This design comes from an exercise in tuning for small area and a short achievable clock period on the open sky130 flow, not from production work.
Power is estimated from default activity; no workload was simulated.

Setup of the previous run:
## arm7_execute
module arm7_execute (
	input             clk,
	input      [31:0] instr_i,   
	input      [31:0] rn_i,      
	input      [31:0] rd_i,      
	input      [31:0] rs_i,      
	input      [31:0] rm_i,      
	input      [31:0] pc_i,      
	input      [3:0]  nzcv_i,    
	output     [31:0] result_o,
	output     [3:0]  nzcv_o,
	output reg        wb_o,
	output reg        exec_o
);
==> module bshift, before the edit <==
module bshift(instr_bit_25, imm_value, Rm, Rs, cin, operand2, c_to_alu);
	input        instr_bit_25;
	input [11:0] imm_value;
	input [31:0] Rm;
	input [7:0]  Rs;
	input        cin;
	output [31:0] operand2;
	output        c_to_alu;
	wire [2:0] sh       = imm_value[6:4];
	wire       reg_form = sh[0];
	wire [7:0] amt  = reg_form ? Rs : {3'd0, imm_value[11:7]};
	wire [4:0] a5   = amt[4:0];
	wire       hi   = |amt[7:5];                  
	wire       az   = ~hi & (a5 == 5'd0);         
	wire       a32  = (amt[7:5] == 3'd1) & (a5 == 5'd0);
	wire       le64 = (amt[7:6] == 2'd0) | (amt == 8'd64);
	wire       lsl  = (sh[2:1] == 2'd0);
	wire       lsr  = (sh[2:1] == 2'd1);
	wire       asr  = (sh[2:1] == 2'd2);
	wire       ror  = (sh[2:1] == 2'd3);
	wire       rrx  = ror & ~reg_form & (a5 == 5'd0);
	wire       sign = Rm[31];
	wire       imm  = instr_bit_25;
	wire [31:0] src = imm ? {24'd0, imm_value[7:0]} : Rm;
	wire        pre = ~imm & lsl;
	wire [4:0]  r   = imm ? {imm_value[11:8], 1'b0} :
	                  rrx ? 5'd1 : (a5 ^ {5{lsl}});
	wire [31:0] sp = pre  ? {src[0],    src[31:1]}  : src;
	wire [31:0] s0 = r[0] ? {sp[0],     sp[31:1]}   : sp;
	wire [31:0] s1 = r[1] ? {s0[1:0],   s0[31:2]}   : s0;
	wire [31:0] s2 = r[2] ? {s1[3:0],   s1[31:4]}   : s1;
	wire [31:0] s3 = r[3] ? {s2[7:0],   s2[31:8]}   : s2;
	wire [31:0] rot = r[4] ? {s3[15:0], s3[31:16]}  : s3;
	wire m_ones = imm | ((ror | az) & ~rrx);
	wire m_left = ~imm & lsl & ~az & ~hi;
	wire m_right = ~imm & ((lsr & ~az & ~hi) | (asr & ~az & ~hi) | rrx |
	                       (asr & hi & ~a32 & sign & le64 & (amt != 8'd64)));
	wire [4:0] ma = rrx ? 5'd1 : a5;
	reg  [31:0] lmask, rmask;
	integer i;
	always @* begin
		for (i = 0; i < 32; i = i + 1) begin
			lmask[i]      = (ma <= i);
			rmask[31 - i] = (ma <= i);
		end
	end
	wire [31:0] M = {32{m_ones}} | ({32{m_left}} & lmask) | ({32{m_right}} & rmask);
	wire f1   = ~imm & asr & hi;                  
	wire fill = ~imm & ((asr & ~az & ~hi) | (asr & a32) ? sign : (rrx ? cin : 1'b0));
	assign operand2 = ((rot | {32{f1}}) & M) | ({32{fill}} & ~M);
	wire c_rot31 = imm ? (imm_value[11:8] != 4'd0) :
	               ((lsr | asr) & ~az & ~hi) | (lsr & a32) | rrx | (ror & ~rrx & (a5 != 5'd0));
	wire c_rot0  = ~imm & lsl & ~az & (~hi | a32);
	wire c_const = (imm | az | (ror & ~rrx)) ? cin :
	               (asr & hi & le64) ? sign : 1'b0;
	assign c_to_alu = c_rot31 ? rot[31] : c_rot0 ? rot[0] : c_const;
endmodule
==> flow/config.mk <==
export PLATFORM = sky130hd
export DESIGN_NAME = arm7_execute
export DESIGN_NICKNAME = arm7_execute
export VERILOG_FILES = /design/flow/design.v
export SDC_FILE = /design/flow/constraint.sdc
export NUM_CORES = 4
export LEC_CHECK = 0
export CAP_MARGIN = 20
export CORE_MARGIN = 2
export CORE_UTILIZATION = 40
export SLEW_MARGIN = 20
export TNS_END_PERCENT = 0
==> flow/constraint.sdc <==
create_clock -name core_clock -period 13.0 [get_ports {clk}]
set_input_delay 2.6000 -clock core_clock [delete_from_list [all_inputs] [get_ports {clk}]]
set_output_delay 2.6000 -clock core_clock [all_outputs]
set_load 0.01 [all_outputs]
standard.sh (not shown) runs the stock make flow with config.mk's settings and CLKGATE_MAP_FILE= SYNTH_SCRIPT=/design/flow/synth_recipe.tcl, a recipe that flattens the netlist after the stock synthesis.
==> flow/flow/run.sh <==
#!/bin/bash
set -euo pipefail
MARGIN=$(cat flow/margin)
bash standard.sh SETUP_SLACK_MARGIN=$MARGIN \
  "BUFFER_PORTS_ARGS=-buffer_cell sky130_fd_sc_hd__buf_2" finish > flow_standard.log 2>&1
==> flow/flow/margin <==
8
Inputs modified between the previous run and the current run:
diff --git a/flow/design.v b/flow/design.v
--- a/flow/design.v
+++ b/flow/design.v
@@ -65,16 +65,10 @@
 	wire m_left = ~imm & lsl & ~az & ~hi;
 	wire m_right = ~imm & ((lsr & ~az & ~hi) | (asr & ~az & ~hi) | rrx |
 	                       (asr & hi & ~a32 & sign & le64 & (amt != 8'd64)));
 	wire [4:0] ma = rrx ? 5'd1 : a5;
-	reg  [31:0] lmask, rmask;
-	integer i;
-	always @* begin
-		for (i = 0; i < 32; i = i + 1) begin
-			lmask[i]      = (ma <= i);
-			rmask[31 - i] = (ma <= i);
-		end
-	end
+	wire [31:0] rmask = 32'hffffffff >> ma;
+	wire [31:0] lmask = 32'hffffffff << ma;
 	wire [31:0] M = {32{m_ones}} | ({32{m_left}} & lmask) | ({32{m_right}} & rmask);
 	wire f1   = ~imm & asr & hi;                  
 	wire fill = ~imm & ((asr & ~az & ~hi) | (asr & a32) ? sign : (rrx ? cin : 1'b0));
 	assign operand2 = ((rot | {32{f1}}) & M) | ({32{fill}} & ~M);
Notes after the runs:
| first-pass GRT wire length | lower: the previous run |. Compared the current run vs the previous run, and met1 routing resource usage after global routing is up in the current run. Diff the previous run -> the current run: area fraction in and, or, nand and nor cells after synthesis flat, via count rose 950. Comparing the current run and the previous run, the lower power is on the previous run. From the current run to the previous run, flip-flop and latch count did not move at all.
No functional check of the RTL was part of any run of this note.

static timing again, ports no longer ideal:
The flow's constraints put no driver on any port. The routed layouts listed below were extracted and timed again, unchanged, in two steps. Step 1, drivers: a clkbuf_16 drives clk and a buf_2 each remaining input, both assumed. Step 2 moves the port delays by t, midway between the first and last clock arrival at a register: inputs arrive t later, outputs are due t later. That takes back most of the time a late clock gives input paths. a / b / c = ideal / step 1 / step 2; a / b = the first two.
| run | shift t [ns] | setup WS [ns] | worst hold slack (ns) | latest minus earliest clock arrival (ns) | worst slew at a driven data input, ns |
|---|---|---|---|---|---|
| the previous run | 0.555 | 7.117 / 7.154 / 6.599 | 0.333 / 0.333 / 0.333 | 0.014 / 0.014 | 0.06 |
| the current run | 0.546 | 7.164 / 7.199 / 6.652 | 0.333 / 0.333 / 0.333 | 0.015 / 0.015 | 0.06 |
After both steps every run listed still meets setup and hold. For the previous run, which loses most, drivers alone change the setup slack by +0.037 ns; drivers and shift together by -0.518 ns.
